From an optimization exercise on the open Yosys and OpenROAD flow, aimed at small area, a short achievable clock period and few clock cycles; shortcuts taken in it are not production practice.
In this exercise RTL edits were held to simulation tests only and were not proved equivalent to the original.
Power and IR drop assume default switching activity.

File: flow/config.mk
export PLATFORM = sky130hd
export DESIGN_NAME = sap1
export DESIGN_NICKNAME = sap1
export VERILOG_FILES = /design/flow/design.v
export SDC_FILE = /design/flow/constraint.sdc
export NUM_CORES = 4
export LEC_CHECK = 0
export CAP_MARGIN = 20
export CORE_MARGIN = 2
export CORE_UTILIZATION = 75
export CTS_BUF_LIST = sky130_fd_sc_hd__clkbuf_8
export CTS_CLUSTER_SIZE = 40
export SETUP_SLACK_MARGIN = 2.0
export SLEW_MARGIN = 20
File: flow/constraint.sdc
create_clock -name core_clock -period 4.0 [get_ports {clk}]
set_input_delay 0.8000 -clock core_clock [delete_from_list [all_inputs] [get_ports {clk}]]
set_output_delay 0.8000 -clock core_clock [all_outputs]
set_load 0.01 [all_outputs]
File: flow/design.v
module pcounter(
    input            clk,
    input            clr,
    input            cp,
    output reg [3:0] pc
    );
    always @(posedge clk)
        if (clr)
            pc <= 4'd1;
        else
            pc <= pc + 4'd1;
endmodule
module ram(
    input            clk,
    input            we,
    input      [3:0] wa,
    input      [7:0] wd,
    input      [3:0] ia,
    output     [7:0] id,
    input      [3:0] oa,
    output     [7:0] od,
    output     [7:0] d0
    );
    reg [7:0] mem [0:15];
    always @(posedge clk)
        if (we)
            mem[wa] <= wd;
    assign id = mem[ia];
    assign od = mem[oa];
    assign d0 = mem[0];
endmodule
module controller(
    input  [3:0] op,
    output       lda,
    output       add,
    output       sub,
    output       out,
    output       hlt
    );
    assign lda = (op == 4'h0);
    assign add = (op == 4'h1);
    assign sub = (op == 4'h2);
    assign out = (op == 4'he);
    assign hlt = (op == 4'hf);
endmodule
module sap1(
    input        clk,
    input        clr,
    input        prog_we,
    input  [3:0] prog_addr,
    input  [7:0] prog_data,
    output [7:0] OUT,
    output       out_valid,
    output       halted,
    output [7:0] ACC
    );
    reg  [7:0] f_ir;      
    reg        e_valid;   
    reg        e_lda, e_add, e_sub, e_out, e_hlt;
    reg  [7:0] opnd;      
    reg  [7:0] a_reg;
    reg        hlt_r;
    reg        ov_r;
    wire [3:0] pc;
    wire [7:0] inst_data;
    wire [7:0] opnd_data;
    wire [7:0] mem0;
    wire       lda, add, sub, out, hlt;
    ram ram (
        .clk(clk),
        .we(prog_we),
        .wa(prog_addr),
        .wd(prog_data),
        .ia(pc),
        .id(inst_data),
        .oa(f_ir[3:0]),
        .od(opnd_data),
        .d0(mem0)
    );
    controller controller (
        .op(f_ir[7:4]),
        .lda(lda),
        .add(add),
        .sub(sub),
        .out(out),
        .hlt(hlt)
    );
    wire run = !hlt_r;
    pcounter program_counter (
        .clk(clk),
        .clr(load0),
        .cp(run),
        .pc(pc)
    );
    reg stale0;
    always @(posedge clk)
        stale0 <= clr && prog_we && (prog_addr == 4'd0);
    wire load0 = clr || stale0;
    always @(posedge clk)
        if (load0)
            f_ir <= mem0;
        else
            f_ir <= inst_data;
    always @(posedge clk)
        e_valid <= !load0;
    always @(posedge clk)
        begin
            e_lda <= lda;
            e_add <= add;
            e_sub <= sub;
            e_out <= out;
            e_hlt <= hlt;
            opnd  <= sub ? ~opnd_data : opnd_data;
        end
    wire [7:0] a_sum = e_lda ? opnd : a_reg + opnd + {7'd0, e_sub};
    always @(posedge clk)
        if (clr)
            a_reg <= 8'd0;
        else if (run && e_valid && (e_lda || e_add || e_sub))
            a_reg <= a_sum;
    wire e_outv = e_valid && e_out;
    wire hlt_next = (e_valid && e_hlt) || (hlt && !e_outv && !stale0);
    always @(posedge clk)
        if (clr)
            hlt_r <= 1'b0;
        else if (run && hlt_next)
            hlt_r <= 1'b1;
    always @(posedge clk)
        if (clr)
            ov_r <= 1'b0;
        else
            ov_r <= run && e_outv;
    assign OUT = a_reg;
    assign ACC = a_reg;
    assign out_valid = ov_r;
    assign halted = hlt_r;
endmodule
File: flow/flow/run.sh
#!/bin/bash
# Standard layout, with the port buffers made of plain buffers and cell
# sizing free to change a cell's footprint.
set -euo pipefail
bash standard.sh MATCH_CELL_FOOTPRINT=0 \
    "BUFFER_PORTS_ARGS=-buffer_cell sky130_fd_sc_hd__buf_2" \
    finish > standard.log 2>&1
File: flow/standard.sh
#!/bin/bash
# synth_recipe.tcl (not shown) runs the flow's synth.tcl, then flattens the netlist and writes it again
# the make line also repeats each setting of config.mk as NAME=value (left out here)
make -C /OpenROAD-flow-scripts/flow DESIGN_CONFIG=/design/flow/config.mk WORK_HOME=/design/flow/orfs CLKGATE_MAP_FILE= SYNTH_SCRIPT=/design/flow/synth_recipe.tcl "${@:-finish}"
==> results of run 1 <==
==> layout make-up <==
type | count | area [sq um] | area share
sequential | 165 | 4600 | 0.541
multi-input combinational | 258 | 2920 | 0.344
timing repair buffer | 52 | 384 | 0.0452
clock buffer | 18 | 248 | 0.0291
tap | 136 | 170 | 0.0200
clock inverter | 14 | 160 | 0.0188
inverter | 5 | 18.8 | 0.00221
==> synth_stat cells, types with 2 or more instances <==
library cell | count | area share
buf_2 | 6 | 0.0039
nor3b_1 | 3 | 0.0029
nor4b_1 | 2 | 0.0023
edfxtp_1 | 128 | 0.50
a221o_1 | 8 | 0.010
nor2_1 | 30 | 0.015
nand2b_1 | 7 | 0.0057
nor3_1 | 16 | 0.010
buf_4 | 10 | 0.0097
clkbuf_1 | 15 | 0.0073
mux4_1 | 8 | 0.027
nand3_1 | 3 | 0.0019
and2_1 | 4 | 0.0032
mux4_2 | 56 | 0.16
a211oi_1 | 15 | 0.015
buf_6 | 3 | 0.0044
o21ai_0 | 3 | 0.0019
fa_1 | 2 | 0.0052
nand2_1 | 6 | 0.0029
a21oi_1 | 16 | 0.010
nor2b_1 | 10 | 0.0081
ha_1 | 7 | 0.011
and4b_1 | 2 | 0.0026
a311oi_1 | 2 | 0.0023
nand3b_1 | 2 | 0.0019
o31a_1 | 2 | 0.0023
o211ai_1 | 2 | 0.0019
nor4_1 | 2 | 0.0016
mux2_2 | 8 | 0.012
buf_1 | 4 | 0.0019
mux2i_1 | 21 | 0.027
xor2_1 | 9 | 0.010
dfxtp_1 | 37 | 0.096
inv_1 | 5 | 0.0024
==> power by group <==
part	total (mW)	internal, mW	switching, mW	leakage (nW)
logic	0.763	0.392	0.371	1.24
clock network	1.22	0.631	0.590	0.220
registers	2.03	1.93	0.103	1.46
==> worst max-delay path: cells and delay by family <==
family	cells	cell delay [ns]
buffers and inverters	1	0.12
and+or+nand+nor	2	1.22
==> logic make-up (layout without fill, tap and decap cells) <==
| group | count (synthesis) | after routing |
|---|---|---|
| compound gates | 54 | 54 |
| mux | 93 | 93 |
| simple gates | 92 | 92 |
| fa+ha+maj | 9 | 9 |
| flops | 165 | 165 |
| xor+xnor | 10 | 10 |
| buf+inv | 45 | 89 |
==> worst max path at each step <==
stage	startpoint	endpoint	cells past startpoint
after floorplan	prog_addr[3]	ram.mem[1][0]$_DFFE_PP_	2
after CTS	prog_addr[3]	ram.mem[0][6]$_DFFE_PP_	3
after global placement	f_ir[0]$_DFF_P_	opnd[2]$_DFF_P_	6
after detailed placement	f_ir[0]$_DFF_P_	opnd[2]$_DFF_P_	6
after global routing	a_reg[0]$_SDFFE_PP0P_	a_reg[4]$_SDFFE_PP0P_	8
final	prog_addr[3]	ram.mem[3][5]$_DFFE_PP_	3
==> cells in the final DEF, fill, tap and decap left out, drive strengths merged, types with 2 or more instances in the layout <==
master / count
a211oi: 15
a21oi: 16
a221o: 8
a311oi: 2
and2: 4
and4b: 2
buf: 52
bufinv: 3
clkbuf: 18
clkinv: 6
dfxtp: 37
edfxtp: 128
fa: 2
ha: 7
inv: 10
mux2: 8
mux2i: 21
mux4: 64
nand2: 6
nand2b: 7
nand3: 3
nand3b: 2
nor2: 30
nor2b: 10
nor3: 16
nor3b: 4
nor4: 2
nor4b: 2
o211ai: 2
o21ai: 3
o31a: 2
xor2: 9
==> layer usage <==
| metal | up-vias | routed length (um) |
|---|---|---|
| li1 | 1959 | - |
| met1 | 2329 | 6080 |
| met2 | 250 | 8330 |
| met3 | 42 | 1290 |
| met4 | 0 | 520 |
| met5 | - | 0 |
==> metrics by stage <==
stage	hold slack (ns)	power [mW]	utilization	cell area (sq um)	setup slack, ns
final	0.493	4.02	0.839	8500	1.91
after global routing	0.527	4.16	0.839	8500	1.91
after CTS	0.499	4.00	0.836	8470	1.95
after detailed placement	0.478	2.76	0.779	7890	1.46
after global placement	0.469	2.73	0.779	7890	1.54
after floorplan	0.445	2.59	-	7710	1.92
==> timing repair <==
item	CTS	global route
setup buffers	11	0
endpoints found under the setup margin	56	49
endpoints found under the hold margin	0	0
gates resized for setup	11	10
hold buffers	0	0
pin swaps	2	1
==> flow_summary.ini, run 1 <==
[setup_path]
rr_worst_depth = 8
end_kind = flop
arrival_ns = 2.15
regToRegSetupSlack_ns = 2.00
startpoint_type = primary input
crit_required_ns = 4.07
rr_endpoint = a_reg[6]$_SDFFE_PP0P_
cp_max_fo = 8
crit_type = in2reg
crit_path_max_incr_delay_ns = 0.68
critical-path-slowest-cell = nor2_1
rr_startpoint = opnd[0]$_DFF_P_
path_cells = buf_2, or3b_2, nor2_1

[min_path]
hp-start = e_hlt$_DFF_P_
hold_end = hlt_r$_SDFFE_PP0P_
hold_path.class = reg2reg
hold_depth = 2

[timing]
finalCriticalPeriod_ns = 2.09
tns_ns = 0
finClkSkew_ns = 0.0147
maxSlewHeadroom = 0.339
max_freq_mhz = 479
rsz0062_at_grt = true
finalSetupViolations = 0
final_max_slew_viol_count = 0
hold_violations = 0
min_period_over_period = 0.522
worst_slew_pin_slew_ns = 0.987

[synthesis]
synth-edff-count = 128
yosys_warnings = 3
ys_seq_elements = 165
synth_adder_area_share = 0.0166
synth-simple-area-share = 0.0643
ys.flop_type = edfxtp_1
async_reset_ff_frac = 0
synth.yosys.seq_area_share = 0.595
syn_area_per_cell_sq_um = 16.5
synth_compound_area_frac = 0.0502
ys_types = 48
syn_inst = 468
synth_top_family_by_area = multiplexers
syn_area_sq_um = 7710
synthMuxAreaShare = 0.230
synth_xor_area_frac = 0.0114

[clock_network]
numCtsBuffers = 17
cts-root-buf = clkbuf_8
clock_path_buffers = 2
clk_pin_slew_worst_paths_ns = 0.08
htree_levels = 4
cts.sinks = 165
clock_latency_ns = 0.45
cts_tree = yes

[floorplanning]
io_pins = 33
die_w_um = 105
rows = 37
die_area_sq_um = 11100
core_sq_um = 10100
initial_core_util = 0.760
die_h_um = 105

[final_layout]
largest_reg_flops = 128
drive_gt1_frac = 0.324
fin_cells = 648
diodes = 0
n_fill_cell = 478
layout.nets = 523
area.growth.synth_to_final_pct = 10.3
top_register = ram.mem

[place]
gp_congestion = 0.825
numPortBuffers = 32
hpwl_um = 10500
place_inst = 605

[status]
status = complete, no violations

[grt]
grt_use_met2 = 0.525
grt_util_met1 = 0.420
grt_overflow = 0
grt_pass1_wl_um = 25400
grt_antenna_before_repair = 0
grt_usage = 0.319
grt_max_degree = 35
grt_pass1_vias = 4595
top_usage_layer = met2
grt_use_met3 = 0.0717

[pwr]
vdd_ir_drop_max_mv = 0.332
p_leak_nw = 2.93
p_per_area_nw_per_um2 = 473

[detailed_routing]
viasPerCell = 7.07
drt-total-wl_um = 16200
wl_per_cell_um = 25.0
post-route-drc-count = 0
first_pass_iters = 6
drtIter0Drc = 527
final_antenna_net_count = 0
dr_total_vias = 4580

[job]
cap_violations = 0
Testbench counts, summed over its fixed seeds: cycles 7,923.
==> inputs of run 2 (changes only) <==
--- a/flow/config.mk
+++ b/flow/config.mk
@@ -8,7 +8,7 @@
 export CAP_MARGIN = 20
 export CORE_MARGIN = 2
-export CORE_UTILIZATION = 75
+export CORE_UTILIZATION = 60
 export CTS_BUF_LIST = sky130_fd_sc_hd__clkbuf_8
 export CTS_CLUSTER_SIZE = 40
-export SETUP_SLACK_MARGIN = 2.0
+export SETUP_SLACK_MARGIN = 2.1
 export SLEW_MARGIN = 20
==> flow_summary.ini, run 2 <==
[pwr]
vdd_ir_drop_max_mv = 0.364
p_per_area_nw_per_um2 = 466
p_leak_nw = 2.95
p_total_mw = 4.06

[synthesis]
syn_inst = 468
syn_area_sq_um = 7710
syn_area_per_cell_sq_um = 16.5
synth_top_area_cell = edfxtp_1
async_reset_ff_frac = 0
ys.flop_type = edfxtp_1
synth_area_leaders = edfxtp_1 (50%), mux4_2 (16%), dfxtp_1 (9.6%), mux2i_1 (2.7%), mux4_1 (2.7%)
yosys_warnings = 3
synth-edff-count = 128
ys_seq_elements = 165
yosys-top-cells-count = edfxtp_1 (128), mux4_2 (56), dfxtp_1 (37)
synth.yosys.seq_area_share = 0.595
yosysMostFrequentCell = edfxtp_1
ys_types = 48
synth_top_cell_area_share = 0.499

[detailed_routing]
viasPerCell = 6.40
final_antenna_net_count = 0
post-route-drc-count = 0
drtIter0Drc = 410
first_pass_iters = 5
dr_total_vias = 4367
wl_per_cell_um = 24.8
drt-total-wl_um = 16900

[floorplanning]
die_h_um = 117
initial_core_util = 0.613
die_w_um = 117
rows = 41
core_sq_um = 12600
die_area_sq_um = 13800
io_pins = 33

[setup_path]
arrival_ns = 2.29
startpoint_type = flop
rr_startpoint = e_sub$_DFF_P_
regToRegSetupSlack_ns = 2.05
end_kind = flop
crit_type = reg2reg
path_cells = fa_2, buf_4, a211oi_4, nor3_2, o31a_1, a211oi_2, o32ai_1
cp_max_fo = 3
rr_endpoint = a_reg[7]$_SDFFE_PP0P_
crit_required_ns = 4.34
critical-path-slowest-cell = fa_2
rr_worst_depth = 7
crit_path_max_incr_delay_ns = 0.44

[place]
placed_cell_area_sq_um = 7950
gp_congestion = 0.837
hpwl_um = 10500
numPortBuffers = 32
place_inst = 639
place_ws_ns = 1.53

[grt]
grt_use_met3 = 0.0501
grt_overflow = 0
grt_max_degree = 35
grt_pass1_wl_um = 25400
grt_antenna_before_repair = 0
grt_usage = 0.257
grt_pass1_vias = 4272
grt_use_met2 = 0.427
grt_util_met1 = 0.346
top_usage_layer = met2

[timing]
final_max_slew_viol_count = 0
maxSlewHeadroom = 0.349
finClkSkew_ns = 0.0103
tns_ns = 0
finalSetupViolations = 0
worst_slack_ns = 2.05
worst_slew_pin_slew_ns = 0.972
hold_violations = 0
max_freq_mhz = 512
finalCriticalPeriod_ns = 1.95
min_period_over_period = 0.488
rsz0062_at_grt = true

[final_layout]
n_fill_cell = 841
drive_gt1_frac = 0.394
layout.nets = 521
final_common_cell = edfxtp_1
top_register = ram.mem
final_cell_mix = edfxtp_1 (128), mux4_2 (63), buf_2 (32), dfxtp_1 (28)
fin_cells = 682
diodes = 0
design_area_sq_um = 8700
largest_reg_flops = 128
area.growth.synth_to_final_pct = 12.9

[clock_network]
clock_latency_ns = 0.46
cts.sinks = 165
numCtsBuffers = 17
clock_path_buffers = 2
htree_levels = 4
clk_pin_slew_worst_paths_ns = 0.08
cts_tree = yes
ctsHoldBuffers = 0
cts-root-buf = clkbuf_8

[min_path]
hp-start = e_out$_DFF_P_
hold_depth = 1
hold_path.class = reg2reg
hold_end = ov_r$_SDFF_PP0_

[status]
status = complete, no violations

[job]
cap_violations = 0
## run 2: cell types whose count changed in the layout (fill, tap and decap cells not counted), sizes merged
cell      previous run  this run
clkinvlp             0         1
clkbuf              18        24
clkinv               6         4
bufinv               3         2
buf                 52        46
## run 2: timing repair
item                                    in CTS  in global routing
endpoints found under the setup margin      28                 52
gates resized for setup                     24                 42
pin swaps                                    2                 18
gates cloned                                 2                  3
buffers inserted                             3                  3
## run 2: worst max path at each step
stage | from | endpoint | slack, ns
final | e_sub$_DFF_P_ | a_reg[7]$_SDFFE_PP0P_ | 2.05
after global routing | e_sub$_DFF_P_ | a_reg[6]$_SDFFE_PP0P_ | 1.97
after CTS | e_sub$_DFF_P_ | a_reg[4]$_SDFFE_PP0P_ | 2.03
after detailed placement | program_counter.pc[0]$_SDFF_PN1_ | f_ir[5]$_DFF_P_ | 1.53
after global placement | program_counter.pc[0]$_SDFF_PN1_ | f_ir[5]$_DFF_P_ | 1.56
after floorplan | prog_addr[3] | ram.mem[0][0]$_DFFE_PP_ | 2.08
## run 2: power by group
part           internal [mW]  leakage, nW  switching, mW
clock                  0.604        0.211          0.599
sequential              1.93         1.47          0.130
combinational          0.422         1.27          0.370
total                   2.96         2.95           1.10
## run 2: layout make-up
| class | instances | area (sq um) | share of cell area |
|---|---|---|---|
| timing repair buffer | 50 | 433 | 0.0498 |
| clock buffer | 20 | 275 | 0.0316 |
| multi-input combinational | 258 | 3020 | 0.348 |
| sequential | 165 | 4610 | 0.530 |
| inverter | 5 | 18.8 | 0.00216 |
| tap | 172 | 215 | 0.0247 |
| clock inverter | 12 | 125 | 0.0144 |
## run 2: cell families (layout without fill, tap and decap cells)
kind of cell,Yosys count,in the layout,synth area share
buffers and inverters,45,87,0.0330
flip-flops,165,165,0.595
AO/OA/AOI/OAI,54,54,0.0502
XOR/XNOR,10,10,0.0114
multiplexers,93,93,0.230
AND/OR/NAND/NOR,92,92,0.0643
adder cells (fa/ha/maj),9,9,0.0166
## run 2: worst max-delay path, delay by kind of cell (launching register included)
kind	cells	cell delay [ns]
AO/OA/AOI/OAI	4	0.79
adder cells (fa/ha/maj)	1	0.44
flip-flops	1	0.34
buffers and inverters	1	0.17
AND/OR/NAND/NOR	1	0.09
## run 2: through the flow
step | util | hold WS (ns)
floorplan | - | 0.445
global placement | 0.632 | 0.488
detailed placement | 0.632 | 0.479
CTS | 0.677 | 0.494
global route | 0.692 | 0.508
finish | 0.692 | 0.487
## run 2: per-layer routing
| layer | share of wire | vias up | wire length [um] |
|---|---|---|---|
| met3 | 0.064 | 19 | 1090 |
| met2 | 0.51 | 165 | 8620 |
| met1 | 0.41 | 2240 | 6920 |
| met4 | 0.016 | 0 | 274 |
| li1 | - | 1943 | - |
| met5 | 0 | - | 0 |
==> inputs of run 3 (changes only) <==
--- a/flow/design.v
+++ b/flow/design.v
@@ -56,6 +56,5 @@
     );
     reg  [7:0] f_ir;      
-    reg        e_valid;   
-    reg        e_lda, e_add, e_sub, e_out, e_hlt;
+    reg        e_alu, e_lda, e_sub, e_out, e_hlt;   
     reg  [7:0] opnd;      
     reg  [7:0] a_reg;
@@ -103,12 +102,10 @@
             f_ir <= inst_data;
     always @(posedge clk)
-        e_valid <= !load0;
-    always @(posedge clk)
         begin
+            e_alu <= !load0 && (lda || add || sub);
             e_lda <= lda;
-            e_add <= add;
             e_sub <= sub;
-            e_out <= out;
-            e_hlt <= hlt;
+            e_out <= !load0 && out;
+            e_hlt <= !load0 && hlt;
             opnd  <= sub ? ~opnd_data : opnd_data;
         end
@@ -117,8 +114,7 @@
         if (clr)
             a_reg <= 8'd0;
-        else if (run && e_valid && (e_lda || e_add || e_sub))
+        else if (run && e_alu)
             a_reg <= a_sum;
-    wire e_outv = e_valid && e_out;
-    wire hlt_next = (e_valid && e_hlt) || (hlt && !e_outv && !stale0);
+    wire hlt_next = e_hlt || (hlt && !e_out && !stale0);
     always @(posedge clk)
         if (clr)
@@ -130,5 +126,5 @@
             ov_r <= 1'b0;
         else
-            ov_r <= run && e_outv;
+            ov_r <= run && e_out;
     assign OUT = a_reg;
     assign ACC = a_reg;
==> flow_summary.ini, run 3 <==
[status]
status = complete, no violations

[grt]
grt_antenna_before_repair = 0
grt_overflow = 0
grt_max_degree = 35
grt_usage = 0.270
grt_pass1_wl_um = 25400
grt_pass1_vias = 4140

[synthesis]
syn_inst = 458
ys_seq_elements = 164
yosysMostFrequentCell = edfxtp_1
ys.flop_type = edfxtp_1
synth-edff-count = 128
synth.yosys.seq_area_share = 0.599
synth_top_area_cell = edfxtp_1
yosys_warnings = 3
async_reset_ff_frac = 0
yosys-top-cells-count = edfxtp_1 (128), mux4_2 (55), dfxtp_1 (36)
syn_area_sq_um = 7630
synth_area_leaders = edfxtp_1 (50%), mux4_2 (16%), dfxtp_1 (9.5%), mux4_1 (3.1%), mux2i_1 (2.6%)
synth_top_cell_area_share = 0.504
ys_types = 44
syn_area_per_cell_sq_um = 16.7

[clock_network]
cts.sinks = 164
clk_pin_slew_worst_paths_ns = 0.09
ctsHoldBuffers = 0
clock_path_buffers = 2
numCtsBuffers = 17
cts-root-buf = clkbuf_8
cts_tree = yes
clock_latency_ns = 0.45
htree_levels = 4

[pwr]
p_per_area_nw_per_um2 = 470
power_frac_seq = 0.498
p_leak_nw = 2.96
pwr-share-comb = 0.184
p_int_mw = 3.01
p_sw_frac = 0.266
p_total_mw = 4.10
p_sw_mw = 1.09
vdd_ir_drop_max_mv = 0.388
clock_power_share = 0.319

[place]
numPortBuffers = 32
hpwl_um = 11100
placed_cell_area_sq_um = 7880
gp_congestion = 0.873
place_ws_ns = 1.64

[detailed_routing]
final_antenna_net_count = 0
post-route-drc-count = 0
drt-total-wl_um = 17500
dr_total_vias = 4353
viasPerCell = 6.36
wl_per_cell_um = 25.6
first_pass_iters = 4
drtIter0Drc = 360

[timing]
max_freq_mhz = 499
tns_ns = 0
worst_slew_pin_slew_ns = 0.944
final_max_slew_viol_count = 0
hold_violations = 0
rsz0062_at_grt = true
worst_slack_ns = 1.99
maxSlewHeadroom = 0.370
finClkSkew_ns = 0.00703
min_period_over_period = 0.501
finalCriticalPeriod_ns = 2.01
finalSetupViolations = 0

[final_layout]
area.growth.synth_to_final_pct = 14.6
diodes = 0
final_common_cell = edfxtp_1
design_area_sq_um = 8740
largest_reg_flops = 128
drive_gt1_frac = 0.393
n_fill_cell = 870
final_cell_mix = edfxtp_1 (128), mux4_2 (64), buf_2 (32), dfxtp_1 (28), nor2_1 (21)
top_register = ram.mem
layout.nets = 523

[setup_path]
path_cells = fa_2, a211oi_4, o211ai_1, a21oi_2, buf_4, mux2i_2, a41oi_2
crit_required_ns = 4.33
cp_max_fo = 3
critical-path-slowest-cell = fa_2
crit_type = reg2reg
end_kind = flop
startpoint_type = flop
crit_path_max_incr_delay_ns = 0.43
arrival_ns = 2.34

[floorplanning]
initial_core_util = 0.609
die_h_um = 117
io_pins = 33
rows = 41
die_area_sq_um = 13600
core_sq_um = 12500
die_w_um = 117

[job]
cap_violations = 0

[min_path]
hold_path.class = reg2reg
run 3: cell count changes in the layout (fill, tap and decap cells not counted), sizes merged, moves of 4 or more:
cell    before  now
nand2b       7    3
nor2        30   24
a21oi       16   12
nand2        6   11
buf         46   57
run 3: path summary, 6_finish.rpt:
path,startpoint,to,slack [ns],depth (start not counted)
max,a_reg[0]$_SDFFE_PP0P_,a_reg[7]$_SDFFE_PP0P_,1.99,7
min,e_out$_DFF_P_,hlt_r$_SDFFE_PP0P_,0.45,1
max reg2reg,a_reg[0]$_SDFFE_PP0P_,a_reg[7]$_SDFFE_PP0P_,1.99,7
min reg2reg,e_out$_DFF_P_,hlt_r$_SDFFE_PP0P_,0.45,1
run 3: cell families (layout without fill, tap and decap cells):
family                     after synthesis  count (layout)  synth area share
AOI/OAI and AO/OA                       49              49            0.0471
xor gates and xnor gates                12              12            0.0138
adders and majority gates                9               9            0.0167
buffers and inverters                   44              98            0.0325
DFF                                    164             164             0.599
muxes                                   93              93             0.233
and+or+nand+nor                         87              87            0.0584
run 3: area by class of cell:
class	count	area [sq um]	area share
flip-flops and latches	164	4590	0.525
clock inverters	15	205	0.0235
repair buffers	61	537	0.0614
clock buffers	17	234	0.0268
well taps	172	215	0.0246
multi-input cells	250	2940	0.336
inverters	5	18.8	0.00215
run 3: critical path: cells and delay by family, from the launching register on:
family,cells,cell delay [ns]
AO/OA/AOI/OAI,4,0.73
adder cells (fa/ha/maj),1,0.43
flip-flops,1,0.36
multiplexers,1,0.22
buffers and inverters,1,0.14
run 3: power groups by stage:
stage / Sequential [mW] / Combinational [mW] / Clock (mW)
3_5_place_dp: 2.08 / 0.622 / 0
3_3_place_gp: 2.08 / 0.611 / 0
4_1_cts: 2.04 / 0.676 / 1.32
2_1_floorplan: 2.00 / 0.524 / 0
5_1_grt: 2.05 / 0.813 / 1.39
6_report: 2.04 / 0.754 / 1.31
run 3: per-stage QoR:
| stage | util | hold WS (ns) | instances |
|---|---|---|---|
| final | 0.698 | 0.453 | 684 |
| after global routing | 0.698 | 0.467 | 684 |
| after CTS | 0.679 | 0.453 | 671 |
| after detailed placement | 0.630 | 0.443 | 631 |
| after global placement | 0.630 | 0.434 | 631 |
| after floorplan | - | 0.427 | 458 |
run 3: layer usage:
metal | wire (um) | global-route usage | share of wire
met5 | 0 | 0 | 0
met4 | 204 | 0.0902 | 0.012
met3 | 1220 | 0.0467 | 0.070
met2 | 9160 | 0.440 | 0.52
met1 | 6960 | 0.376 | 0.40
run 3: what timing repair did:
| action | CTS | global route |
|---|---|---|
| resized for setup | 35 | 25 |
| pin swaps | 8 | 14 |
| setup endpoints to repair | 19 | 30 |
| buffers inserted | 5 | 11 |
| hold endpoints to repair | 0 | 0 |
| cloned | 3 | 2 |
Testbench counts of run 3, summed over its fixed seeds: cycles 7,923.
==> inputs of run 4 (changes only) <==
--- a/flow/config.mk
+++ b/flow/config.mk
@@ -11,4 +11,4 @@
 export CTS_BUF_LIST = sky130_fd_sc_hd__clkbuf_8
 export CTS_CLUSTER_SIZE = 40
-export SETUP_SLACK_MARGIN = 2.1
+export SETUP_SLACK_MARGIN = 2.0
 export SLEW_MARGIN = 20
==> flow_summary.ini, run 4 <==
[status]
status = complete, no violations

[final_layout]
n_fill_cell = 891
fin_cells = 677
final_common_cell = edfxtp_1
top_register = ram.mem
largest_reg_flops = 128
layout.nets = 516
final_cell_mix = edfxtp_1 (128), mux4_2 (55), buf_2 (32), dfxtp_1 (30), nor2_1 (22)
drive_gt1_frac = 0.333
regArea_sq_um = 4580
multi_input_area_sq_um = 2870
diodes = 0
area.growth.synth_to_final_pct = 11.6

[timing]
min_period_over_period = 0.498
worst_slew_pin_slew_ns = 1.04
holdWs_ns = 0.475
finalCriticalPeriod_ns = 1.99
finClkSkew_ns = 0.00794
rsz0062_at_grt = true
final_max_slew_viol_count = 0
max_freq_mhz = 502
tns_ns = 0
hold_violations = 0
maxSlewHeadroom = 0.304
finalSetupViolations = 0

[setup_path]
end_kind = flop
crit_path_max_incr_delay_ns = 0.43
path_delay_family = compound AO/OA/AOI/OAI gates
path_cells = fa_2, inv_2, fa_2, nor2b_1, o21a_1, o21a_1, o311a_1, nor3_2
cp_max_fo = 4
regToRegSetupSlack_ns = 2.01
crit_buf_inv = 1
arrival_ns = 2.37
crit_required_ns = 4.37
critical-path-slowest-cell = fa_2
startpoint_type = flop
crit_type = reg2reg

[pwr]
p_per_area_nw_per_um2 = 462
vdd_ir_drop_max_mv = 0.269
p_total_mw = 3.93
p_leak_nw = 2.89

[place]
place_inst = 636
numPortBuffers = 32
gp_congestion = 0.820
hpwl_um = 10700

[synthesis]
yosys_warnings = 3
synth.yosys.seq_area_share = 0.599
syn_area_sq_um = 7630
synth_top_cell_area_share = 0.504
synth-edff-count = 128
yosysMostFrequentCell = edfxtp_1
syn_area_per_cell_sq_um = 16.7
yosys-top-cells-count = edfxtp_1 (128), mux4_2 (55), dfxtp_1 (36)
async_reset_ff_frac = 0
synth_area_leaders = edfxtp_1 (50%), mux4_2 (16%), dfxtp_1 (9.5%), mux4_1 (3.1%), mux2i_1 (2.6%)
ys_seq_elements = 164
synth_top_area_cell = edfxtp_1
ys.flop_type = edfxtp_1
syn_inst = 458
ys_types = 44

[clock_network]
clock_latency_ns = 0.45
clk_pin_slew_worst_paths_ns = 0.08
cts.sinks = 164
htree_levels = 4
numCtsBuffers = 17
cts_tree = yes
cts-root-buf = clkbuf_8
clock_path_buffers = 2

[detailed_routing]
post-route-drc-count = 0
wl_met2_um = 8500
first_pass_iters = 5
wl_per_cell_um = 24.6
wl_met1_um = 6930
dr_total_vias = 4380
drt-total-wl_um = 16600
wl_met3_um = 824
drtIter0Drc = 437
highest-signal-layer = met4
final_antenna_net_count = 0
viasPerCell = 6.47

[min_path]
hold_path.class = reg2reg

[floorplanning]
io_pins = 33
initial_core_util = 0.609
core_sq_um = 12500
rows = 41
die_h_um = 117
die_area_sq_um = 13600
die_w_um = 117

[grt]
grt_pass1_vias = 4219
grt_overflow = 0
grt_antenna_before_repair = 0
grt_usage = 0.260
grt_pass1_wl_um = 24700
grt_max_degree = 20

[job]
cap_violations = 0
run 4: cell counts after synthesis:
No cell type changed its count.
run 4: through the flow:
step           worst slack, ns  cell area (sq um)  utilization
2_1_floorplan             1.92               7630            -
3_3_place_gp              1.47               7890        0.631
3_5_place_dp              1.46               7890        0.631
4_1_cts                   2.01               8450        0.675
5_1_grt                   1.91               8510        0.680
6_report                  2.01               8510        0.680
run 4: report_power, final:
part           internal (mW)  total (mW)  switching, mW
clock network          0.657        1.23          0.572
logic                  0.355       0.684          0.330
registers               1.92        2.02          0.101
total                   2.93        3.93           1.00
run 4: what timing repair did:
action	4_1_cts	5_1_grt
gates cloned	1	1
gates resized for setup	17	6
pin swaps	2	2
buffers inserted	5	2
hold buffers	0	0
setup endpoints to repair	34	9
run 4: final timing paths:
kind	endpoint	startpoint	cells past startpoint
worst max register to register	a_reg[4]$_SDFFE_PP0P_	a_reg[0]$_SDFFE_PP0P_	8
worst max-delay path	a_reg[4]$_SDFFE_PP0P_	a_reg[0]$_SDFFE_PP0P_	8
worst min-delay path	hlt_r$_SDFFE_PP0P_	e_out$_DFF_P_	1
worst min register to register	hlt_r$_SDFFE_PP0P_	e_out$_DFF_P_	1
run 4: per-layer routing:
metal,GRT usage,vias up
met3,0.0457,28
met1,0.350,2275
met2,0.435,159
met4,0.0910,0
met5,0,-
li1,-,1918
run 4: final cells by class:
cell class	count	share of cell area
multi-input cells	250	0.337
clock inverters	12	0.0163
clock buffers	20	0.0323
inverters	5	0.00221
flip-flops and latches	164	0.538
well taps	172	0.0253
repair buffers	54	0.0481
run 4: cell families (layout without fill, tap and decap cells):
group | after synthesis | after routing | synth area share
DFF | 164 | 164 | 0.599
buffers and inverters | 44 | 91 | 0.0325
and+or+nand+nor | 87 | 87 | 0.0584
xor gates and xnor gates | 12 | 12 | 0.0138
adders and majority gates | 9 | 9 | 0.0167
AOI/OAI and AO/OA | 49 | 49 | 0.0471
muxes | 93 | 93 | 0.233
==> inputs of run 5 (changes only) <==
--- a/flow/config.mk
+++ b/flow/config.mk
@@ -13,2 +13,3 @@
 export SETUP_SLACK_MARGIN = 2.0
 export SLEW_MARGIN = 20
+export SYNTH_HIERARCHICAL = 1
==> flow_summary.ini, run 5 <==
[detailed_routing]
viasPerCell = 6.52
final_antenna_net_count = 0
drt-total-wl_um = 16900
wl_per_cell_um = 24.9
dr_total_vias = 4421
drtIter0Drc = 494
post-route-drc-count = 0
first_pass_iters = 5

[grt]
grt_antenna_before_repair = 1
grt_pass1_vias = 4340
grt_usage = 0.255
grt_overflow = 0
grt_max_degree = 35
grt_pass1_wl_um = 25400

[floorplanning]
die_area_sq_um = 13800
die_w_um = 117
io_pins = 33
core_sq_um = 12600
initial_core_util = 0.612
rows = 41
die_h_um = 117

[setup_path]
crit_path_start = prog_we
crit_required_ns = 4.08
end_kind = flop
rr_endpoint = opnd[1]$_DFF_P_
cp_max_fo = 8
crit_type = in2reg
rr_startpoint = f_ir[1]$_DFF_P_
startpoint_type = primary input
crit_path_end = ram.mem[0][7]$_DFFE_PP_
regToRegSetupSlack_ns = 2.03
arrival_ns = 2.13
rr_worst_depth = 5

[pwr]
p_per_area_nw_per_um2 = 459
vdd_ir_drop_max_mv = 0.310
p_leak_nw = 2.93

[timing]
finalSetupViolations = 0
final_max_slew_viol_count = 0
worst_slew_pin_slew_ns = 1.04
min_period_over_period = 0.513
rsz0062_at_grt = true
tns_ns = 0
max_freq_mhz = 488
hold_violations = 0
maxSlewHeadroom = 0.304
finalCriticalPeriod_ns = 2.05
finClkSkew_ns = 0.0170

[clock_network]
ctsHoldBuffers = 0
cts_tree = yes
htree_levels = 4
clock_latency_ns = 0.46
clock_path_buffers = 2
cts.sinks = 164
cts-root-buf = clkbuf_8
clk_pin_slew_worst_paths_ns = 0.08
numCtsBuffers = 17

[job]
cap_violations = 0

[final_layout]
largest_reg_flops = 128
drive_gt1_frac = 0.285
multi_input_area_sq_um = 2930
n_fill_cell = 876
design_area_sq_um = 8440
area.growth.synth_to_final_pct = 9.20
layout.nets = 517
final_common_cell = edfxtp_1
final_cell_mix = edfxtp_1 (128), mux4_2 (34), dfxtp_1 (32), buf_2 (32)
diodes = 0
top_register = ram.mem
regArea_sq_um = 4580

[min_path]
hold_path.class = reg2reg

[synthesis]
syn_area_sq_um = 7730
synth-edff-count = 128
synth.yosys.seq_area_share = 0.591
synth_area_leaders = edfxtp_1 (50%), mux4_2 (9.9%), mux4_1 (9.5%), dfxtp_1 (9.3%), a22oi_1 (3.1%)
syn_inst = 465
yosysMostFrequentCell = edfxtp_1
ys_seq_elements = 164
ys.flop_type = edfxtp_1
yosys_warnings = 9
ys_types = 52
yosys-top-cells-count = edfxtp_1 (128), dfxtp_1 (36), mux4_2 (34)
synth_top_cell_area_share = 0.497
async_reset_ff_frac = 0
syn_area_per_cell_sq_um = 16.6
synth_top_area_cell = edfxtp_1

[place]
gp_congestion = 0.869
numPortBuffers = 32
placed_cell_area_sq_um = 7920
hpwl_um = 11200

[status]
status = complete, no violations
run 5: cell count changes after synthesis, moves of 8 or more:
cell / delta
a221o_1: -8
nand2_1: +17
a22oi_1: +32
mux4_1: +19
nor3_1: -11
clkbuf_1: -11
mux4_2: -21
mux2i_1: -17
run 5: power breakdown:
group | internal [mW] | switching (mW)
Sequential | 1.93 | 0.0826
Combinational | 0.339 | 0.369
Clock | 0.508 | 0.645
run 5: critical path, cell delays in order:
cell and delay, ns:
buf_2 0.17, or3b_2 0.53, nor3_2 0.62
run 5: what timing repair did:
action / CTS / global route
resized for setup: 13 / 6
pin swaps: 1 / 0
gates cloned: 1 / 1
setup buffers: 1 / 1
setup endpoints to repair: 49 / 22
run 5: layout make-up:
cell class                 count  area share
clock buffer                  17      0.0277
clock inverter                15      0.0175
inverter                       5     0.00222
multi-input combinational    261       0.347
sequential                   164       0.542
tap                          172      0.0255
timing repair buffer          44      0.0377
run 5: worst min path at each step:
| stage | from | end | slack (ns) | cells after the start |
|---|---|---|---|---|
| after floorplan | program_counter.pc[0]$_SDFF_PP1_ | program_counter.pc[0]$_SDFF_PP1_ | 0.41 | 1 |
| after global placement | program_counter.pc[0]$_SDFF_PP1_ | program_counter.pc[0]$_SDFF_PP1_ | 0.41 | 1 |
| after detailed placement | program_counter.pc[0]$_SDFF_PP1_ | program_counter.pc[0]$_SDFF_PP1_ | 0.42 | 1 |
| after CTS | a_reg[3]$_SDFFE_PP0P_ | a_reg[3]$_SDFFE_PP0P_ | 0.49 | 2 |
| after global routing | e_hlt$_DFF_P_ | hlt_r$_SDFFE_PP0P_ | 0.51 | 2 |
| final | e_hlt$_DFF_P_ | hlt_r$_SDFFE_PP0P_ | 0.47 | 2 |
run 5: cells by family after synthesis:
family,synth area share
XOR/XNOR,0.0113
AND/OR/NAND/NOR,0.0688
buffers and inverters,0.0364
adder cells (fa/ha/maj),0.0165
AO/OA/AOI/OAI,0.0565
flip-flops,0.591
multiplexers,0.220
run 5: Yosys stat by module (local to each module, per instance):
module      copies in the design  cells inside
controller                     1             5
ram                            1           291
pcounter                       1            13
sap1                           1           156
run 5: per-layer routing:
layer | track usage | routed length (um)
met3 | 0.0698 | 1050
met1 | 0.348 | 7060
met5 | 0 | 11
met2 | 0.402 | 8330
met4 | 0.0904 | 440
run 5: metrics by stage:
stage	cells	power [mW]	setup WS (ns)	hold slack [ns]	utilization
CTS	676	3.88	1.95	0.489	0.664
finish	678	3.87	1.95	0.475	0.669
floorplan	465	2.56	1.92	0.411	-
global route	678	4.05	1.95	0.505	0.669
detailed placement	642	2.73	1.44	0.418	0.628
global placement	642	2.71	1.47	0.409	0.627
==> inputs of run 6 (changes only) <==
==> flow/flow/run.sh (replaced) <==
#!/bin/bash
# Standard layout, with the port buffers made of plain buffers, cell sizing
# free to change a cell's footprint, and clock tree synthesis without dummy
# loads.
set -euo pipefail
bash standard.sh MATCH_CELL_FOOTPRINT=0 \
    "BUFFER_PORTS_ARGS=-buffer_cell sky130_fd_sc_hd__buf_2" \
    "CTS_ARGS=-sink_clustering_enable -repair_clock_nets -sink_clustering_size 40 -buf_list sky130_fd_sc_hd__clkbuf_8 -dont_use_dummy_load" \
    finish > standard.log 2>&1
--- a/flow/config.mk
+++ b/flow/config.mk
@@ -11,5 +11,4 @@
 export CTS_BUF_LIST = sky130_fd_sc_hd__clkbuf_8
 export CTS_CLUSTER_SIZE = 40
-export SETUP_SLACK_MARGIN = 2.0
+export SETUP_SLACK_MARGIN = 2.1
 export SLEW_MARGIN = 20
-export SYNTH_HIERARCHICAL = 1
==> flow_summary.ini, run 6 <==
[status]
status = complete, no violations

[synthesis]
syn_area_sq_um = 7630
yosysMostFrequentCell = edfxtp_1
yosys_warnings = 3
synth_top_area_cell = edfxtp_1
synth-edff-count = 128
synth_top_cell_area_share = 0.504
async_reset_ff_frac = 0
ys.flop_type = edfxtp_1
syn_area_per_cell_sq_um = 16.7
yosys-top-cells-count = edfxtp_1 (128), mux4_2 (55), dfxtp_1 (36)
synth.yosys.seq_area_share = 0.599
synth_area_leaders = edfxtp_1 (50%), mux4_2 (16%), dfxtp_1 (9.5%), mux4_1 (3.1%), mux2i_1 (2.6%)
ys_types = 44
syn_inst = 458
ys_seq_elements = 164

[final_layout]
final_common_cell = edfxtp_1
drive_gt1_frac = 0.368
final_cell_mix = edfxtp_1 (128), mux4_2 (64), buf_2 (32), dfxtp_1 (29), nor2_1 (21)
layout.nets = 521
fin_cells = 667
design_area_sq_um = 8480
largest_reg_flops = 128
post-route-util = 0.677
area.growth.synth_to_final_pct = 11.1
diodes = 0
top_register = ram.mem

[place]
place_ws_ns = 1.64
placed_cell_area_sq_um = 7880
numPortBuffers = 32
place_inst = 631
gp_congestion = 0.873
hpwl_um = 11100

[timing]
rsz0062_at_grt = true
final_max_slew_viol_count = 0
finalCriticalPeriod_ns = 2.00
tns_ns = 0
min_period_over_period = 0.500
finalSetupViolations = 0
hold_violations = 0
finClkSkew_ns = 0.0162
worst_slack_ns = 2.00
worst_slew_pin_slew_ns = 0.941
max_freq_mhz = 500
maxSlewHeadroom = 0.371

[detailed_routing]
drt-total-wl_um = 17500
dr_total_vias = 4327
viasPerCell = 6.49
wl_per_cell_um = 26.2
first_pass_iters = 4
post-route-drc-count = 0
drtIter0Drc = 364
final_antenna_net_count = 0

[grt]
grt_max_degree = 35
grt_usage = 0.272
grt_pass1_vias = 4121
grt_overflow = 0
grt_pass1_wl_um = 25600
grt_antenna_before_repair = 0

[floorplanning]
initial_core_util = 0.609
io_pins = 33
die_area_sq_um = 13600
rows = 41
die_h_um = 117
die_w_um = 117
core_sq_um = 12500

[clock_network]
htree_levels = 4
clk_pin_slew_worst_paths_ns = 0.08
cts_tree = yes
numCtsBuffers = 17
cts-root-buf = clkbuf_8
clock_latency_ns = 0.46
cts.sinks = 164
clock_path_buffers = 2
ctsHoldBuffers = 0

[setup_path]
path_cells = fa_2, a211oi_4, o211ai_1, a21oi_2, buf_4, mux2i_2, a41oi_2
cp_max_fo = 4
crit_path_max_incr_delay_ns = 0.44
end_kind = flop
crit_required_ns = 4.31
path_delay_family = compound AO/OA/AOI/OAI gates
crit_type = reg2reg
crit_path_start = a_reg[0]$_SDFFE_PP0P_
rr_startpoint = a_reg[0]$_SDFFE_PP0P_
critical-path-slowest-cell = fa_2
arrival_ns = 2.31
crit_buf_inv = 1
startpoint_type = flop

[pwr]
p_leak_nw = 2.85
p_per_area_nw_per_um2 = 431
vdd_ir_drop_max_mv = 0.281

[min_path]
hold_path.class = reg2reg
hp-start = e_out$_DFF_P_

[job]
cap_violations = 0
==> run 6: cell count changes after synthesis, moves of 6 or more <==
cell	before	now
nor3_1	7	18
a21oi_1	6	12
clkbuf_1	3	14
mux4_1	28	9
nand2_1	28	11
a221o_1	0	8
a22oi_1	32	0
clkdlybuf4s25_2	6	0
mux2i_1	3	20
mux4_2	34	55
==> run 6: layout make-up <==
type / count / area [sq um]
flip-flops and latches: 164 / 4580
fillers: 894 / 4040
multi-input cells: 250 / 2930
repair buffers: 59 / 493
clock buffers: 17 / 234
well taps: 172 / 215
inverters: 5 / 18.8
==> run 6: what timing repair did <==
action	4_1_cts	5_1_grt
gates resized for setup	31	25
cloned	4	2
endpoints found under the setup margin	19	33
pin swaps	8	13
setup buffers	6	7
==> run 6: path summary, 6_finish.rpt <==
path | endpoint | slack [ns] | cells past startpoint
worst max-delay path | a_reg[7]$_SDFFE_PP0P_ | 2.00 | 7
worst min register to register | hlt_r$_SDFFE_PP0P_ | 0.45 | 1
worst min-delay path | hlt_r$_SDFFE_PP0P_ | 0.45 | 1
worst max register to register | a_reg[7]$_SDFFE_PP0P_ | 2.00 | 7
==> run 6: cells by family (layout without fill, tap and decap cells) <==
logic type	Yosys count	after routing	share of synthesized area
mux	93	93	0.233
simple gates	87	87	0.0584
flops	164	164	0.599
xor+xnor	12	12	0.0138
buf+inv	44	81	0.0325
compound gates	49	49	0.0471
fa+ha+maj	9	9	0.0167
==> run 6: through the flow <==
stage | hold slack, ns | total power, mW
6_report | 0.452 | 3.66
4_1_cts | 0.452 | 3.62
3_3_place_gp | 0.434 | 2.69
5_1_grt | 0.466 | 3.81
3_5_place_dp | 0.443 | 2.70
2_1_floorplan | 0.427 | 2.53
==> run 6: metal layers <==
layer / GRT usage / part of all wire / vias to the layer above
li1: - / - / 1899
met1: 0.382 / 0.41 / 2216
met2: 0.444 / 0.51 / 182
met3: 0.0457 / 0.057 / 30
met4: 0.0855 / 0.020 / 0
met5: 0 / 0 / -
==> run 6: power by group <==
group | internal [mW] | switching (mW) | total [mW]
sequential | 1.92 | 0.130 | 2.05
clock | 0.375 | 0.502 | 0.877
combinational | 0.393 | 0.334 | 0.727
total | 2.69 | 0.967 | 3.66
==> inputs of run 7 (changes only) <==
--- a/flow/flow/run.sh
+++ b/flow/flow/run.sh
@@ -7,3 +7,4 @@
     "BUFFER_PORTS_ARGS=-buffer_cell sky130_fd_sc_hd__buf_2" \
     "CTS_ARGS=-sink_clustering_enable -repair_clock_nets -sink_clustering_size 40 -buf_list sky130_fd_sc_hd__clkbuf_8 -dont_use_dummy_load" \
+    REMOVE_ABC_BUFFERS=1 \
     finish > standard.log 2>&1
==> flow_summary.ini, run 7 <==
[status]
status = complete, no violations

[floorplanning]
io_pins = 33
die_h_um = 117
initial_core_util = 0.609
rows = 41
core_sq_um = 12500
die_area_sq_um = 13600
die_w_um = 117

[detailed_routing]
drtIter0Drc = 320
drt-total-wl_um = 15900
post-route-drc-count = 0
viasPerCell = 6.43
first_pass_iters = 5
wl_per_cell_um = 24.2
final_antenna_net_count = 0
dr_total_vias = 4243

[setup_path]
rr_endpoint = a_reg[7]$_SDFFE_PP0P_
regToRegSetupSlack_ns = 2.00
crit_buf_inv = 0
startpoint_type = flop
rr_startpoint = a_reg[0]$_SDFFE_PP0P_
critical-path-slowest-cell = fa_2
path_delay_family = compound AO/OA/AOI/OAI gates
end_kind = flop
path_cells = fa_2, a211oi_2, o211ai_1, a21oi_2, mux2_4, a41oi_2
crit_type = reg2reg
crit_required_ns = 4.37
arrival_ns = 2.37
crit_path_max_incr_delay_ns = 0.44
rr_worst_depth = 6
cp_max_fo = 4

[timing]
worst_slack_ns = 2.00
max_freq_mhz = 501
rsz0062_at_grt = true
worst_slew_pin_slew_ns = 0.902
final_max_slew_viol_count = 0
finalSetupViolations = 0
maxSlewHeadroom = 0.397
min_period_over_period = 0.499
holdWs_ns = 0.469
finalCriticalPeriod_ns = 2.00
hold_violations = 0
finClkSkew_ns = 0.0144
tns_ns = 0

[clock_network]
htree_levels = 4
clk_pin_slew_worst_paths_ns = 0.07
clock_latency_ns = 0.45
numCtsBuffers = 17
ctsHoldBuffers = 0
cts.sinks = 164
clock_path_buffers = 2
cts-root-buf = clkbuf_8
cts_tree = yes

[synthesis]
synth_compound_area_frac = 0.0471
syn_area_sq_um = 7630
synth-simple-area-share = 0.0584
synth_area_leaders = edfxtp_1 (50%), mux4_2 (16%), dfxtp_1 (9.5%), mux4_1 (3.1%), mux2i_1 (2.6%)
yosys-top-cells-count = edfxtp_1 (128), mux4_2 (55), dfxtp_1 (36)
syn_area_per_cell_sq_um = 16.7
ys_types = 44
ys.flop_type = edfxtp_1
synth_top_cell_area_share = 0.504
synth_top_family_by_area = multiplexers
synth-edff-count = 128
synth_adder_area_share = 0.0167
synth_xor_area_frac = 0.0138
ys_seq_elements = 164
yosysMostFrequentCell = edfxtp_1
synthMuxAreaShare = 0.233
async_reset_ff_frac = 0
synth_top_area_cell = edfxtp_1
syn_inst = 458
synth.yosys.seq_area_share = 0.599
yosys_warnings = 3

[place]
numPortBuffers = 32
hpwl_um = 10700
gp_congestion = 0.915
place_ws_ns = 1.50

[grt]
grt_pass1_vias = 4281
grt_overflow = 0
grt_usage = 0.259
grt_antenna_before_repair = 0
grt_pass1_wl_um = 24600
grt_max_degree = 35

[min_path]
hold_end = hlt_r$_SDFFE_PP0P_
hp-start = e_out$_DFF_P_
hold_depth = 1
hold_path.class = reg2reg

[pwr]
p_per_area_nw_per_um2 = 430
p_total_mw = 3.60
vdd_ir_drop_max_mv = 0.256
p_leak_nw = 2.80

[job]
cap_violations = 0

[final_layout]
final_cell_mix = edfxtp_1 (128), mux4_2 (62), buf_2 (32), dfxtp_1 (27), mux2i_1 (18)
n_fill_cell = 898
post-route-util = 0.668
drive_gt1_frac = 0.348
diodes = 0
top_register = ram.mem
area.growth.synth_to_final_pct = 9.58
largest_reg_flops = 128
final_common_cell = edfxtp_1
layout.nets = 514
==> run 7: cell counts after synthesis <==
No cell type changed its count.
==> run 7: cell families after synthesis <==
family,count (synthesis)
buffers and inverters,44
muxes,93
xor gates and xnor gates,12
adders and majority gates,9
and+or+nand+nor,87
AOI/OAI and AO/OA,49
DFF,164
==> run 7: worst max-delay path by stage <==
| stage | startpoint | end | slack (ns) | depth (start not counted) |
|---|---|---|---|---|
| after floorplan | f_ir[0]$_DFF_P_ | opnd[0]$_DFF_P_ | 1.16 | 5 |
| after global placement | f_ir[0]$_DFF_P_ | opnd[2]$_DFF_P_ | 1.56 | 5 |
| after detailed placement | f_ir[0]$_DFF_P_ | opnd[0]$_DFF_P_ | 1.50 | 6 |
| after CTS | e_sub$_DFF_P_ | a_reg[7]$_SDFFE_PP0P_ | 2.02 | 6 |
| after global routing | a_reg[0]$_SDFFE_PP0P_ | a_reg[4]$_SDFFE_PP0P_ | 1.93 | 8 |
| final | a_reg[0]$_SDFFE_PP0P_ | a_reg[7]$_SDFFE_PP0P_ | 2.00 | 6 |
==> run 7: worst register-to-register path, cell delays in order (launching register included) <==
cell and delay [ns]:
dfxtp_4 0.36, fa_2 0.44, a211oi_2 0.28, o211ai_1 0.13
a21oi_2 0.25, mux2_4 0.33, a41oi_2 0.12
==> run 7: where the power goes <==
| group | internal [mW] | switching [mW] |
|---|---|---|
| sequential | 1.92 | 0.100 |
| clock | 0.374 | 0.495 |
| combinational | 0.366 | 0.338 |
==> run 7: per-layer routing <==
metal,up-vias,track usage,routed length (um)
met5,-,0,0
met4,0,0.109,437
met3,33,0.0503,943
met2,151,0.410,7940
met1,2167,0.357,6630
li1,1892,-,-
==> run 7: stage by stage <==
step	cell area, sq um	instances
floorplan	7400	419
global placement	7860	634
detailed placement	7860	634
CTS	8320	660
global route	8360	660
finish	8360	660
==> run 7: timing repair <==
action	4_1_cts	5_1_grt
buffers inserted	7	0
pin swaps	14	8
setup endpoints to repair	66	44
gates resized for setup	44	18
gates cloned	2	0
==> run 7: layout make-up <==
class,count,area [sq um],share of cell area
timing repair buffer,52,422,0.0505
multi-input combinational,250,2880,0.345
inverter,5,18.8,0.00225
sequential,164,4590,0.549
tap,172,215,0.0258
clock buffer,17,234,0.0280
==> inputs of run 8 (changes only) <==
--- a/flow/flow/run.sh
+++ b/flow/flow/run.sh
@@ -7,4 +7,4 @@
     "BUFFER_PORTS_ARGS=-buffer_cell sky130_fd_sc_hd__buf_2" \
     "CTS_ARGS=-sink_clustering_enable -repair_clock_nets -sink_clustering_size 40 -buf_list sky130_fd_sc_hd__clkbuf_8 -dont_use_dummy_load" \
-    REMOVE_ABC_BUFFERS=1 \
+    SKIP_GATE_CLONING=1 \
     finish > standard.log 2>&1
--- a/flow/config.mk
+++ b/flow/config.mk
@@ -11,4 +11,4 @@
 export CTS_BUF_LIST = sky130_fd_sc_hd__clkbuf_8
 export CTS_CLUSTER_SIZE = 40
-export SETUP_SLACK_MARGIN = 2.1
+export SETUP_SLACK_MARGIN = 2.0
 export SLEW_MARGIN = 20
==> flow_summary.ini, run 8 <==
[status]
status = complete, no violations

[pwr]
p_sw_frac = 0.262
p_total_mw = 3.64
p_sw_uw = 953
p_leak_nw = 2.86
p_per_area_nw_per_um2 = 429
vdd_ir_drop_max_mv = 0.238
clock_power_share = 0.238
power_frac_seq = 0.556
p_int_mw = 2.69
pwr-share-comb = 0.206

[synthesis]
ys.flop_type = edfxtp_1
async_reset_ff_frac = 0
synth_top_area_cell = edfxtp_1
syn_inst = 458
ys_types = 44
yosysMostFrequentCell = edfxtp_1
ys_seq_elements = 164
yosys-top-cells-count = edfxtp_1 (128), mux4_2 (55), dfxtp_1 (36)
synth_top_cell_area_share = 0.504
synth-edff-count = 128
synth.yosys.seq_area_share = 0.599
syn_area_per_cell_sq_um = 16.7
synth_area_leaders = edfxtp_1 (50%), mux4_2 (16%), dfxtp_1 (9.5%), mux4_1 (3.1%), mux2i_1 (2.6%)
syn_area_sq_um = 7630
yosys_warnings = 3

[min_path]
hold_end = hlt_r$_SDFFE_PP0P_
hp-start = e_out$_DFF_P_
hold_depth = 1
hold_path.class = reg2reg

[final_layout]
design_area_sq_um = 8490
diodes = 0
largest_reg_flops = 128
final_common_cell = edfxtp_1
layout.nets = 524
drive_gt1_frac = 0.357
top_register = ram.mem
final_cell_mix = edfxtp_1 (128), mux4_2 (55), buf_2 (32), dfxtp_1 (30)
area.growth.synth_to_final_pct = 11.4

[floorplanning]
initial_core_util = 0.609
rows = 41
io_pins = 33
die_area_sq_um = 13600
core_sq_um = 12500
die_w_um = 117
die_h_um = 117

[detailed_routing]
viasPerCell = 6.46
wl_per_cell_um = 25.1
drtIter0Drc = 403
dr_total_vias = 4326
first_pass_iters = 5
post-route-drc-count = 0
drt-total-wl_um = 16800
final_antenna_net_count = 0

[timing]
hold_violations = 0
maxSlewHeadroom = 0.298
min_period_over_period = 0.506
max_freq_mhz = 494
finClkSkew_ns = 0.0168
final_max_slew_viol_count = 0
finalCriticalPeriod_ns = 2.02
worst_slew_pin_slew_ns = 1.05
finalSetupViolations = 0
tns_ns = 0
rsz0062_at_grt = true

[grt]
grt_pass1_vias = 4186
grt_pass1_wl_um = 24600
grt_max_degree = 20
grt_overflow = 0
grt_antenna_before_repair = 0
grt_usage = 0.260

[clock_network]
cts.sinks = 164
clock_path_buffers = 2
ctsHoldBuffers = 0
htree_levels = 4
numCtsBuffers = 17
clk_pin_slew_worst_paths_ns = 0.08
cts-root-buf = clkbuf_8
cts_tree = yes
clock_latency_ns = 0.45

[setup_path]
arrival_ns = 2.38
end_kind = flop
rr_worst_depth = 8
crit_required_ns = 4.36
rr_startpoint = a_reg[0]$_SDFFE_PP0P_
rr_endpoint = a_reg[4]$_SDFFE_PP0P_
startpoint_type = flop
regToRegSetupSlack_ns = 1.98
crit_type = reg2reg
cp_max_fo = 4

[place]
gp_congestion = 0.820
placed_cell_area_sq_um = 7890
hpwl_um = 10700
numPortBuffers = 32

[job]
cap_violations = 0
-- run 8: how the worst max path moves through the flow --
stage / start / to / slack (ns) / cells past startpoint
2_1_floorplan: prog_addr[3] / ram.mem[1][0]$_DFFE_PP_ / 1.92 / 2
3_3_place_gp: prog_addr[3] / ram.mem[0][0]$_DFFE_PP_ / 1.47 / 3
3_5_place_dp: prog_addr[3] / ram.mem[0][0]$_DFFE_PP_ / 1.46 / 3
4_1_cts: opnd[0]$_DFF_P_ / a_reg[4]$_SDFFE_PP0P_ / 2.00 / 8
5_1_grt: a_reg[0]$_SDFFE_PP0P_ / a_reg[4]$_SDFFE_PP0P_ / 1.90 / 8
6_report: a_reg[0]$_SDFFE_PP0P_ / a_reg[4]$_SDFFE_PP0P_ / 1.98 / 8
-- run 8: repair_timing --
item,CTS,global route
buffers inserted,9,8
cloned,0,0
resized for setup,18,23
pin swaps,2,7
endpoints found under the setup margin,35,18
-- run 8: power by group through the flow --
stage	registers, mW	clock network [mW]	logic (mW)
after global placement	2.06	0	0.621
final	2.02	0.866	0.751
after global routing	2.03	0.945	0.814
after detailed placement	2.06	0	0.631
after CTS	2.02	0.885	0.694
after floorplan	2.00	0	0.522
-- run 8: per-layer routing --
layer  routed length (um)  vias up  part of all wire  GRT usage
li1                     -     1921                 -          -
met1                 7120     2270              0.42      0.355
met2                 8710      109              0.52      0.434
met3                  708       26             0.042     0.0472
met4                  284        0             0.017     0.0792
met5                    0        -                 0          0
-- run 8: logic make-up (layout without fill, tap and decap cells) --
group / after synthesis / in the layout / share of synthesized area
xor gates and xnor gates: 12 / 12 / 0.0138
and+or+nand+nor: 87 / 87 / 0.0584
adders and majority gates: 9 / 9 / 0.0167
buffers and inverters: 44 / 84 / 0.0325
muxes: 93 / 93 / 0.233
AOI/OAI and AO/OA: 49 / 49 / 0.0471
DFF: 164 / 164 / 0.599
-- run 8: critical path, stage by stage (launching register included) --
cell	delay, ns
dfxtp_4	0.36
fa_2	0.43
inv_2	0.08
fa_2	0.20
nor2b_2	0.05
o21a_1	0.22
o21a_1	0.18
o311a_1	0.33
nor3_2	0.10
-- run 8: cell type report --
type,count,area [sq um]
fill,886,4030
timing repair buffer,62,508
clock buffer,17,234
inverter,5,18.8
sequential,164,4580
tap,172,215
multi-input combinational,250,2940
-- run 8: metrics by stage --
stage,instances,utilization,setup WS (ns),hold WS (ns)
2_1_floorplan,458,-,1.92,0.427
3_3_place_gp,636,0.631,1.47,0.439
3_5_place_dp,636,0.631,1.46,0.472
4_1_cts,662,0.664,2.00,0.474
5_1_grt,670,0.678,1.90,0.498
6_report,670,0.678,1.98,0.468
==> inputs of run 9 (changes only) <==
--- a/flow/flow/run.sh
+++ b/flow/flow/run.sh
@@ -7,4 +7,3 @@
     "BUFFER_PORTS_ARGS=-buffer_cell sky130_fd_sc_hd__buf_2" \
     "CTS_ARGS=-sink_clustering_enable -repair_clock_nets -sink_clustering_size 40 -buf_list sky130_fd_sc_hd__clkbuf_8 -dont_use_dummy_load" \
-    SKIP_GATE_CLONING=1 \
     finish > standard.log 2>&1
==> flow_summary.ini, run 9 <==
[clock_network]
cts.sinks = 164
numCtsBuffers = 17
clk_pin_slew_worst_paths_ns = 0.08
clock_latency_ns = 0.44
cts-root-buf = clkbuf_8
htree_levels = 4
ctsHoldBuffers = 0
cts_tree = yes
clock_path_buffers = 2

[synthesis]
synth_adder_area_share = 0.0167
synth.yosys.seq_area_share = 0.599
ys.flop_type = edfxtp_1
synth_area_leaders = edfxtp_1 (50%), mux4_2 (16%), dfxtp_1 (9.5%), mux4_1 (3.1%), mux2i_1 (2.6%)
yosys-top-cells-count = edfxtp_1 (128), mux4_2 (55), dfxtp_1 (36)
ys_seq_elements = 164
async_reset_ff_frac = 0
synth_top_area_cell = edfxtp_1
syn_area_sq_um = 7630
synth_top_family_by_area = multiplexers
synth_top_cell_area_share = 0.504
yosysMostFrequentCell = edfxtp_1
syn_area_per_cell_sq_um = 16.7
synthMuxAreaShare = 0.233
yosys_warnings = 3
syn_inst = 458
synth_xor_area_frac = 0.0138
synth-edff-count = 128
synth_compound_area_frac = 0.0471
synth-simple-area-share = 0.0584
ys_types = 44

[floorplanning]
initial_core_util = 0.609
die_h_um = 117
core_sq_um = 12500
rows = 41
die_w_um = 117
io_pins = 33
die_area_sq_um = 13600

[detailed_routing]
first_pass_iters = 4
viasPerCell = 6.39
post-route-drc-count = 0
drt-total-wl_um = 16300
final_antenna_net_count = 0
dr_total_vias = 4227
wl_per_cell_um = 24.6
drtIter0Drc = 359

[place]
gp_congestion = 0.820
placed_cell_area_sq_um = 7890
numPortBuffers = 32
hpwl_um = 10700

[final_layout]
layout.nets = 516
top_register = ram.mem
final_cell_mix = edfxtp_1 (128), mux4_2 (55), buf_2 (32), dfxtp_1 (30), nor2_1 (22)
post-route-util = 0.665
design_area_sq_um = 8330
largest_reg_flops = 128
drive_gt1_frac = 0.318
area.growth.synth_to_final_pct = 9.22
final_common_cell = edfxtp_1
n_fill_cell = 907
diodes = 0

[grt]
grt_max_degree = 20
grt_pass1_vias = 4168
grt_pass1_wl_um = 24400
grt_overflow = 0
grt_usage = 0.257
grt_antenna_before_repair = 0

[timing]
hold_violations = 0
min_period_over_period = 0.497
tns_ns = 0
finalSetupViolations = 0
rsz0062_at_grt = true
holdWs_ns = 0.468
final_max_slew_viol_count = 0
max_freq_mhz = 503
finalCriticalPeriod_ns = 1.99
finClkSkew_ns = 0.0163
worst_slew_pin_slew_ns = 1.02
maxSlewHeadroom = 0.316

[min_path]
hold_path.class = reg2reg

[status]
status = complete, no violations

[pwr]
p_leak_nw = 2.80
p_per_area_nw_per_um2 = 428
vdd_ir_drop_max_mv = 0.238

[setup_path]
crit_type = reg2reg
arrival_ns = 2.35
end_kind = flop
startpoint_type = flop
crit_required_ns = 4.36
cp_max_fo = 4

[job]
cap_violations = 0
run 9: cell types whose count changed in the layout (fill, tap and decap cells not counted), sizes merged:
cell / change
clkbuf: +2
buf: -10
run 9: path summary, 6_finish.rpt:
kind         slack [ns]               endpoint                   from  depth (start not counted)
max reg2reg        2.01  a_reg[4]$_SDFFE_PP0P_  a_reg[0]$_SDFFE_PP0P_                          8
min reg2reg        0.47     hlt_r$_SDFFE_PP0P_          e_out$_DFF_P_                          1
min                0.47     hlt_r$_SDFFE_PP0P_          e_out$_DFF_P_                          1
max                2.01  a_reg[4]$_SDFFE_PP0P_  a_reg[0]$_SDFFE_PP0P_                          8
run 9: critical path, cell delays in order (launching register included):
cell     delay (ns)
dfxtp_2        0.34
fa_2           0.43
inv_2          0.07
fa_2           0.19
nor2b_1        0.05
o21a_1         0.21
o21a_1         0.18
o311a_1        0.33
nor3_2         0.10
run 9: metrics by stage:
stage	setup slack (ns)	cells	power, mW
after floorplan	1.92	458	2.52
after global placement	1.47	636	2.68
after detailed placement	1.46	636	2.69
after CTS	2.00	659	3.58
after global routing	1.91	662	3.73
final	2.01	662	3.56
run 9: kinds of logic after synthesis:
logic type / count (synthesis)
DFF: 164
buffers and inverters: 44
adders and majority gates: 9
AOI/OAI and AO/OA: 49
muxes: 93
xor gates and xnor gates: 12
and+or+nand+nor: 87
run 9: metal layers:
metal	vias to the layer above	share of wire	GRT usage
met5	-	0	0
met4	0	0.020	0.0863
met3	21	0.043	0.0472
met2	125	0.52	0.430
met1	2179	0.42	0.345
li1	1902	-	-
run 9: cell type report:
class	instances	area, sq um	area share
multi-input combinational	250	2870	0.345
inverter	5	18.8	0.00225
sequential	164	4580	0.550
tap	172	215	0.0258
clock buffer	17	234	0.0281
timing repair buffer	54	409	0.0491
run 9: repair_timing:
action,CTS,global route
endpoints found under the setup margin,35,14
buffers inserted,5,2
endpoints found under the hold margin,0,0
gates resized for setup,18,5
pin swaps,2,2
cloned,1,1
run 9: power by group:
group | internal, mW | switching (mW)
Combinational | 0.355 | 0.327
Clock | 0.375 | 0.485
Sequential | 1.92 | 0.101
Total | 2.65 | 0.913

-- afterwards: timing with drivers on the ports --
No port has a modelled driver above. Below, the same layouts with a new extraction and two added sets of constraints. Step 1, drivers: a clkbuf_16 drives clk and a buf_2 each remaining input, both assumed. Step 2, shift: input delay + t, output delay - t, t = (earliest + latest rising clock arrival at the registers) / 2. This alone moves slack from input paths to output paths. a / b / c = no drivers / after step 1 / after step 2; a / b = the first two.
run	shift t [ns]	setup WS [ns]	clock arrival spread, ns	worst register clock-pin slew, ns	cell pins on the clock port's net
run 1	0.476	1.913 / 1.928 / 1.452	0.016 / 0.016	0.09 / 0.09	1
run 2	0.489	2.047 / 2.047 / 1.646	0.012 / 0.012	0.09 / 0.09	1
run 3	0.485	1.995 / 1.995 / 1.707	0.009 / 0.009	0.09 / 0.09	1
run 4	0.483	2.008 / 2.008 / 1.611	0.009 / 0.010	0.08 / 0.08	1
run 5	0.486	1.949 / 1.964 / 1.477	0.018 / 0.017	0.10 / 0.10	1
run 6	0.479	2.000 / 2.000 / 1.655	0.021 / 0.021	0.08 / 0.08	1
run 7	0.478	2.004 / 2.004 / 1.652	0.018 / 0.018	0.08 / 0.08	1
run 8	0.477	1.978 / 1.978 / 1.594	0.017 / 0.017	0.08 / 0.08	1
run 9	0.472	2.010 / 2.010 / 1.615	0.017 / 0.017	0.08 / 0.08	1
After both steps setup and hold are still met in every run listed. The setup slack of run 5, which loses most, moves by +0.015 ns with the drivers and by -0.472 ns with both steps.
